From an optimization exercise on the open Yosys and OpenROAD flow, aimed at small area; shortcuts taken in it are not production practice.
No activity file was given, so power comes from the tool's default toggle rates.

v6:
==> flow/design.v <==
module xor_gate(
    input logic [7:0] A,
    input logic [7:0] B,
    output logic [7:0] Y
);
    assign Y = A^B;
endmodule
`timescale 1ns/1ps
module xor_encrypt(
        input logic clk,
        input logic valid_in,
        input logic [7:0] key,
        input logic [255:0] code,
        output logic [255:0] code_out,
        output logic valid_out
);
logic [255:0] d;    
logic [255:0] r;    
logic [7:0] p0;
logic [7:0] bs1_2;
logic [7:0] p1;
logic [7:0] p2;
logic [7:0] bs3_4;
logic [7:0] p3;
logic [7:0] p4;
logic [7:0] bs5_6;
logic [7:0] p5;
logic [7:0] p6;
logic [7:0] bs7_8;
logic [7:0] p7;
logic [7:0] p8;
logic [7:0] bs9_10;
logic [7:0] p9;
logic [7:0] p10;
logic [7:0] bs11_12;
logic [7:0] p11;
logic [7:0] p12;
logic [7:0] bs13_14;
logic [7:0] bs13_15;
logic [7:0] p13;
logic [7:0] p14;
logic [7:0] p15;
logic [7:0] bs16_17;
logic [7:0] bs16_18;
logic [7:0] p16;
logic [7:0] p17;
logic [7:0] p18;
logic [7:0] bs19_20;
logic [7:0] bs19_21;
logic [7:0] p19;
logic [7:0] p20;
logic [7:0] p21;
logic [7:0] bs22_23;
logic [7:0] bs24_25;
logic [7:0] bs26_27;
logic [7:0] bs28_29;
logic [7:0] bs30_31;
logic [7:0] q22;
logic [7:0] q23;
logic [7:0] q24;
logic [7:0] q25;
logic [7:0] q26;
logic [7:0] q27;
logic [7:0] q28;
logic [7:0] q29;
logic [7:0] q30;
logic [7:0] q31;
xor_gate u_p0 (.A(key), .B(code[7:0]), .Y(p0));
xor_gate u_bs1_2 (.A(code[15:8]), .B(code[23:16]), .Y(bs1_2));
xor_gate u_p1 (.A(p0), .B(code[15:8]), .Y(p1));
xor_gate u_p2 (.A(p0), .B(bs1_2), .Y(p2));
xor_gate u_bs3_4 (.A(code[31:24]), .B(code[39:32]), .Y(bs3_4));
xor_gate u_p3 (.A(p2), .B(code[31:24]), .Y(p3));
xor_gate u_p4 (.A(p2), .B(bs3_4), .Y(p4));
xor_gate u_bs5_6 (.A(code[47:40]), .B(code[55:48]), .Y(bs5_6));
xor_gate u_p5 (.A(p4), .B(code[47:40]), .Y(p5));
xor_gate u_p6 (.A(p4), .B(bs5_6), .Y(p6));
xor_gate u_bs7_8 (.A(code[63:56]), .B(code[71:64]), .Y(bs7_8));
xor_gate u_p7 (.A(p6), .B(code[63:56]), .Y(p7));
xor_gate u_p8 (.A(p6), .B(bs7_8), .Y(p8));
xor_gate u_bs9_10 (.A(code[79:72]), .B(code[87:80]), .Y(bs9_10));
xor_gate u_p9 (.A(p8), .B(code[79:72]), .Y(p9));
xor_gate u_p10 (.A(p8), .B(bs9_10), .Y(p10));
xor_gate u_bs11_12 (.A(code[95:88]), .B(code[103:96]), .Y(bs11_12));
xor_gate u_p11 (.A(p10), .B(code[95:88]), .Y(p11));
xor_gate u_p12 (.A(p10), .B(bs11_12), .Y(p12));
xor_gate u_bs13_14 (.A(code[111:104]), .B(code[119:112]), .Y(bs13_14));
xor_gate u_bs13_15 (.A(bs13_14), .B(code[127:120]), .Y(bs13_15));
xor_gate u_p13 (.A(p12), .B(code[111:104]), .Y(p13));
xor_gate u_p14 (.A(p12), .B(bs13_14), .Y(p14));
xor_gate u_p15 (.A(p12), .B(bs13_15), .Y(p15));
xor_gate u_bs16_17 (.A(code[135:128]), .B(code[143:136]), .Y(bs16_17));
xor_gate u_bs16_18 (.A(bs16_17), .B(code[151:144]), .Y(bs16_18));
xor_gate u_p16 (.A(p15), .B(code[135:128]), .Y(p16));
xor_gate u_p17 (.A(p15), .B(bs16_17), .Y(p17));
xor_gate u_p18 (.A(p15), .B(bs16_18), .Y(p18));
xor_gate u_bs19_20 (.A(code[159:152]), .B(code[167:160]), .Y(bs19_20));
xor_gate u_bs19_21 (.A(bs19_20), .B(code[175:168]), .Y(bs19_21));
xor_gate u_p19 (.A(p18), .B(code[159:152]), .Y(p19));
xor_gate u_p20 (.A(p18), .B(bs19_20), .Y(p20));
xor_gate u_p21 (.A(p18), .B(bs19_21), .Y(p21));
xor_gate u_bs22_23 (.A(code[183:176]), .B(code[191:184]), .Y(bs22_23));
xor_gate u_bs24_25 (.A(code[199:192]), .B(code[207:200]), .Y(bs24_25));
xor_gate u_bs26_27 (.A(code[215:208]), .B(code[223:216]), .Y(bs26_27));
xor_gate u_bs28_29 (.A(code[231:224]), .B(code[239:232]), .Y(bs28_29));
xor_gate u_bs30_31 (.A(code[247:240]), .B(code[255:248]), .Y(bs30_31));
xor_gate u_q22 (.A(r[175:168]), .B(r[183:176]), .Y(q22));
xor_gate u_q23 (.A(r[175:168]), .B(r[191:184]), .Y(q23));
xor_gate u_q24 (.A(q23), .B(r[199:192]), .Y(q24));
xor_gate u_q25 (.A(q23), .B(r[207:200]), .Y(q25));
xor_gate u_q26 (.A(q25), .B(r[215:208]), .Y(q26));
xor_gate u_q27 (.A(q25), .B(r[223:216]), .Y(q27));
xor_gate u_q28 (.A(q27), .B(r[231:224]), .Y(q28));
xor_gate u_q29 (.A(q27), .B(r[239:232]), .Y(q29));
xor_gate u_q30 (.A(q29), .B(r[247:240]), .Y(q30));
xor_gate u_q31 (.A(q29), .B(r[255:248]), .Y(q31));
assign d[7:0] = p0;
assign d[15:8] = p1;
assign d[23:16] = p2;
assign d[31:24] = p3;
assign d[39:32] = p4;
assign d[47:40] = p5;
assign d[55:48] = p6;
assign d[63:56] = p7;
assign d[71:64] = p8;
assign d[79:72] = p9;
assign d[87:80] = p10;
assign d[95:88] = p11;
assign d[103:96] = p12;
assign d[111:104] = p13;
assign d[119:112] = p14;
assign d[127:120] = p15;
assign d[135:128] = p16;
assign d[143:136] = p17;
assign d[151:144] = p18;
assign d[159:152] = p19;
assign d[167:160] = p20;
assign d[175:168] = p21;
assign d[183:176] = code[183:176];
assign d[191:184] = bs22_23;
assign d[199:192] = code[199:192];
assign d[207:200] = bs24_25;
assign d[215:208] = code[215:208];
assign d[223:216] = bs26_27;
assign d[231:224] = code[231:224];
assign d[239:232] = bs28_29;
assign d[247:240] = code[247:240];
assign d[255:248] = bs30_31;
always_ff @(posedge clk) begin
    valid_out <= valid_in;
end
always_ff @(posedge clk) begin
    if (valid_in) r <= d;
end
assign code_out[7:0] = r[7:0];
assign code_out[15:8] = r[15:8];
assign code_out[23:16] = r[23:16];
assign code_out[31:24] = r[31:24];
assign code_out[39:32] = r[39:32];
assign code_out[47:40] = r[47:40];
assign code_out[55:48] = r[55:48];
assign code_out[63:56] = r[63:56];
assign code_out[71:64] = r[71:64];
assign code_out[79:72] = r[79:72];
assign code_out[87:80] = r[87:80];
assign code_out[95:88] = r[95:88];
assign code_out[103:96] = r[103:96];
assign code_out[111:104] = r[111:104];
assign code_out[119:112] = r[119:112];
assign code_out[127:120] = r[127:120];
assign code_out[135:128] = r[135:128];
assign code_out[143:136] = r[143:136];
assign code_out[151:144] = r[151:144];
assign code_out[159:152] = r[159:152];
assign code_out[167:160] = r[167:160];
assign code_out[175:168] = r[175:168];
assign code_out[183:176] = q22;
assign code_out[191:184] = q23;
assign code_out[199:192] = q24;
assign code_out[207:200] = q25;
assign code_out[215:208] = q26;
assign code_out[223:216] = q27;
assign code_out[231:224] = q28;
assign code_out[239:232] = q29;
assign code_out[247:240] = q30;
assign code_out[255:248] = q31;
endmodule
==> flow/config.mk <==
export PLATFORM = sky130hd
export DESIGN_NAME = xor_encrypt
export DESIGN_NICKNAME = xor_encrypt
export VERILOG_FILES = /design/flow/design.v
export SDC_FILE = /design/flow/constraint.sdc
export NUM_CORES = 4
export LEC_CHECK = 0
export CAP_MARGIN = 20
export CORE_MARGIN = 2
export CORE_UTILIZATION = 40
export CTS_BUF_LIST = sky130_fd_sc_hd__clkbuf_16
export CTS_CLUSTER_DIAMETER = 120
export CTS_CLUSTER_SIZE = 30
export SLEW_MARGIN = 20
export SYNTH_HIERARCHICAL = 1
export SYNTH_MINIMUM_KEEP_SIZE = 0
==> flow/constraint.sdc <==
create_clock -name core_clock -period 4.0 [get_ports {clk}]
set_input_delay 0.8000 -clock core_clock [delete_from_list [all_inputs] [get_ports {clk}]]
set_output_delay 0.8000 -clock core_clock [all_outputs]
set_load 0.01 [all_outputs]
standard.sh (not shown) runs the stock make flow with config.mk's settings and CLKGATE_MAP_FILE= SYNTH_SCRIPT=/design/flow/synth_recipe.tcl, a recipe that flattens the netlist after the stock synthesis.
==> flow/flow/run.sh <==
#!/bin/bash
# Own layout flow: the standard flow (standard synthesis unchanged), with the port
# buffers that global placement inserts on every input and output made the smallest
# buffer, sky130_fd_sc_hd__buf_1, instead of the default pick. Everything else is as in
# the standard flow. make's full output goes to flow_make.log in this folder; ORFS
# writes each step's log under orfs/logs/.
set -euo pipefail
export BUFFER_PORTS_ARGS="-buffer_cell sky130_fd_sc_hd__buf_1"
export POST_GLOBAL_PLACE_TCL="$PWD/flow/post_gpl.tcl"
bash standard.sh finish > flow_make.log 2>&1
test -f out/final.def
==> flow/flow/post_gpl.tcl <==
# Post global placement hook.
# Drop the buffers that timing-driven global placement added (instances named place*),
# reconnecting their loads to the buffer's input net.
proc drop_place_buffers {} {
  set n 0
  foreach inst [get_cells -quiet place*] {
    set ref [get_property $inst ref_name]
    if { ![regexp {^sky130_fd_sc_hd__(buf|clkbuf)_[0-9]+$} $ref] } { continue }
    set name [get_full_name $inst]
    set in_net [get_nets -of_objects [get_pins $name/A]]
    set out_net [get_nets -of_objects [get_pins $name/X]]
    set loads {}
    foreach pin [get_pins -quiet -of_objects $out_net] {
      if { [get_full_name $pin] != "$name/X" } { lappend loads $pin }
    }
    if { [llength [get_ports -quiet -of_objects $out_net]] > 0 } { continue }
    disconnect_pin $in_net [get_pins $name/A]
    disconnect_pin $out_net [get_pins $name/X]
    foreach pin $loads {
      disconnect_pin $out_net $pin
      connect_pin $in_net $pin
    }
    delete_instance $inst
    delete_net $out_net
    incr n
  }
  puts "Dropped $n placement buffers."
}
drop_place_buffers
[inputs] v7 vs v6
--- a/flow/design.v
+++ b/flow/design.v
@@ -37,18 +37,14 @@
 logic [7:0] p12;
 logic [7:0] bs13_14;
-logic [7:0] bs13_15;
 logic [7:0] p13;
 logic [7:0] p14;
+logic [7:0] bs15_16;
 logic [7:0] p15;
-logic [7:0] bs16_17;
-logic [7:0] bs16_18;
 logic [7:0] p16;
+logic [7:0] bs17_18;
 logic [7:0] p17;
 logic [7:0] p18;
-logic [7:0] bs19_20;
-logic [7:0] bs19_21;
 logic [7:0] p19;
-logic [7:0] p20;
-logic [7:0] p21;
+logic [7:0] bs20_21;
 logic [7:0] bs22_23;
 logic [7:0] bs24_25;
@@ -56,4 +52,6 @@
 logic [7:0] bs28_29;
 logic [7:0] bs30_31;
+logic [7:0] q20;
+logic [7:0] q21;
 logic [7:0] q22;
 logic [7:0] q23;
@@ -86,18 +84,14 @@
 xor_gate u_p12 (.A(p10), .B(bs11_12), .Y(p12));
 xor_gate u_bs13_14 (.A(code[111:104]), .B(code[119:112]), .Y(bs13_14));
-xor_gate u_bs13_15 (.A(bs13_14), .B(code[127:120]), .Y(bs13_15));
 xor_gate u_p13 (.A(p12), .B(code[111:104]), .Y(p13));
 xor_gate u_p14 (.A(p12), .B(bs13_14), .Y(p14));
-xor_gate u_p15 (.A(p12), .B(bs13_15), .Y(p15));
-xor_gate u_bs16_17 (.A(code[135:128]), .B(code[143:136]), .Y(bs16_17));
-xor_gate u_bs16_18 (.A(bs16_17), .B(code[151:144]), .Y(bs16_18));
-xor_gate u_p16 (.A(p15), .B(code[135:128]), .Y(p16));
-xor_gate u_p17 (.A(p15), .B(bs16_17), .Y(p17));
-xor_gate u_p18 (.A(p15), .B(bs16_18), .Y(p18));
-xor_gate u_bs19_20 (.A(code[159:152]), .B(code[167:160]), .Y(bs19_20));
-xor_gate u_bs19_21 (.A(bs19_20), .B(code[175:168]), .Y(bs19_21));
+xor_gate u_bs15_16 (.A(code[127:120]), .B(code[135:128]), .Y(bs15_16));
+xor_gate u_p15 (.A(p14), .B(code[127:120]), .Y(p15));
+xor_gate u_p16 (.A(p14), .B(bs15_16), .Y(p16));
+xor_gate u_bs17_18 (.A(code[143:136]), .B(code[151:144]), .Y(bs17_18));
+xor_gate u_p17 (.A(p16), .B(code[143:136]), .Y(p17));
+xor_gate u_p18 (.A(p16), .B(bs17_18), .Y(p18));
 xor_gate u_p19 (.A(p18), .B(code[159:152]), .Y(p19));
-xor_gate u_p20 (.A(p18), .B(bs19_20), .Y(p20));
-xor_gate u_p21 (.A(p18), .B(bs19_21), .Y(p21));
+xor_gate u_bs20_21 (.A(code[167:160]), .B(code[175:168]), .Y(bs20_21));
 xor_gate u_bs22_23 (.A(code[183:176]), .B(code[191:184]), .Y(bs22_23));
 xor_gate u_bs24_25 (.A(code[199:192]), .B(code[207:200]), .Y(bs24_25));
@@ -105,6 +99,8 @@
 xor_gate u_bs28_29 (.A(code[231:224]), .B(code[239:232]), .Y(bs28_29));
 xor_gate u_bs30_31 (.A(code[247:240]), .B(code[255:248]), .Y(bs30_31));
-xor_gate u_q22 (.A(r[175:168]), .B(r[183:176]), .Y(q22));
-xor_gate u_q23 (.A(r[175:168]), .B(r[191:184]), .Y(q23));
+xor_gate u_q20 (.A(r[159:152]), .B(r[167:160]), .Y(q20));
+xor_gate u_q21 (.A(r[159:152]), .B(r[175:168]), .Y(q21));
+xor_gate u_q22 (.A(q21), .B(r[183:176]), .Y(q22));
+xor_gate u_q23 (.A(q21), .B(r[191:184]), .Y(q23));
 xor_gate u_q24 (.A(q23), .B(r[199:192]), .Y(q24));
 xor_gate u_q25 (.A(q23), .B(r[207:200]), .Y(q25));
@@ -135,6 +131,6 @@
 assign d[151:144] = p18;
 assign d[159:152] = p19;
-assign d[167:160] = p20;
-assign d[175:168] = p21;
+assign d[167:160] = code[167:160];
+assign d[175:168] = bs20_21;
 assign d[183:176] = code[183:176];
 assign d[191:184] = bs22_23;
@@ -173,6 +169,6 @@
 assign code_out[151:144] = r[151:144];
 assign code_out[159:152] = r[159:152];
-assign code_out[167:160] = r[167:160];
-assign code_out[175:168] = r[175:168];
+assign code_out[167:160] = q20;
+assign code_out[175:168] = q21;
 assign code_out[183:176] = q22;
 assign code_out[191:184] = q23;
Findings:
As far as number of H-tree levels goes, v6 and v7 are indistinguishable; the numbers are identical. Cmp v7 vs v6: met1 track demand over resource higher in v7. All-layer global routing usage is higher on v7. Re count of flip-flops with a built-in enable after synthesis: no difference whatsoever between v7 and v6. v7 and v6 ended up with roughly the same via count normalized by instance count. v7 vs. v6: relative contribution of combinational cells to total power went up by 1.1 points. Re layout net count: v6 and v7 aren't equal, and the lower value belongs to v7. v7: all stages complete, timing, DRC and antenna checks passed.
No run of this note included a check of the RTL's function; only the layout flow was run.

==> re-timing with driven ports <==
How much do the figures lean on ideal ports? The routed layouts below were timed once more, with nothing changed but the port constraints. Step 1 assumes that a clkbuf_16 drives the clock port and a buf_2 every other input. Step 2 adds t to the input delays and takes it off the output delays; t is the mean of the earliest and latest rising clock arrival at the registers after step 1. Input paths then give back, and output paths get back, about the clock's delay inside the block. Three values: ideal ports, drivers, drivers and shift; two values: the first two.
| run | t (ns) | setup WS [ns] | clock arrival spread, ns | slew at the worst register clock pin (ns) |
|---|---|---|---|---|
| v6 | 0.526 | 0.195 / 0.210 / -0.305 | 0.030 / 0.030 | 0.12 / 0.12 |
| v7 | 0.531 | 0.191 / 0.193 / -0.315 | 0.018 / 0.018 | 0.12 / 0.12 |
With both steps, setup timing fails in v6 and v7, where it was met with ideal ports. The setup slack of v7, which loses most, moves by +0.002 ns with the drivers and by -0.506 ns with both steps.
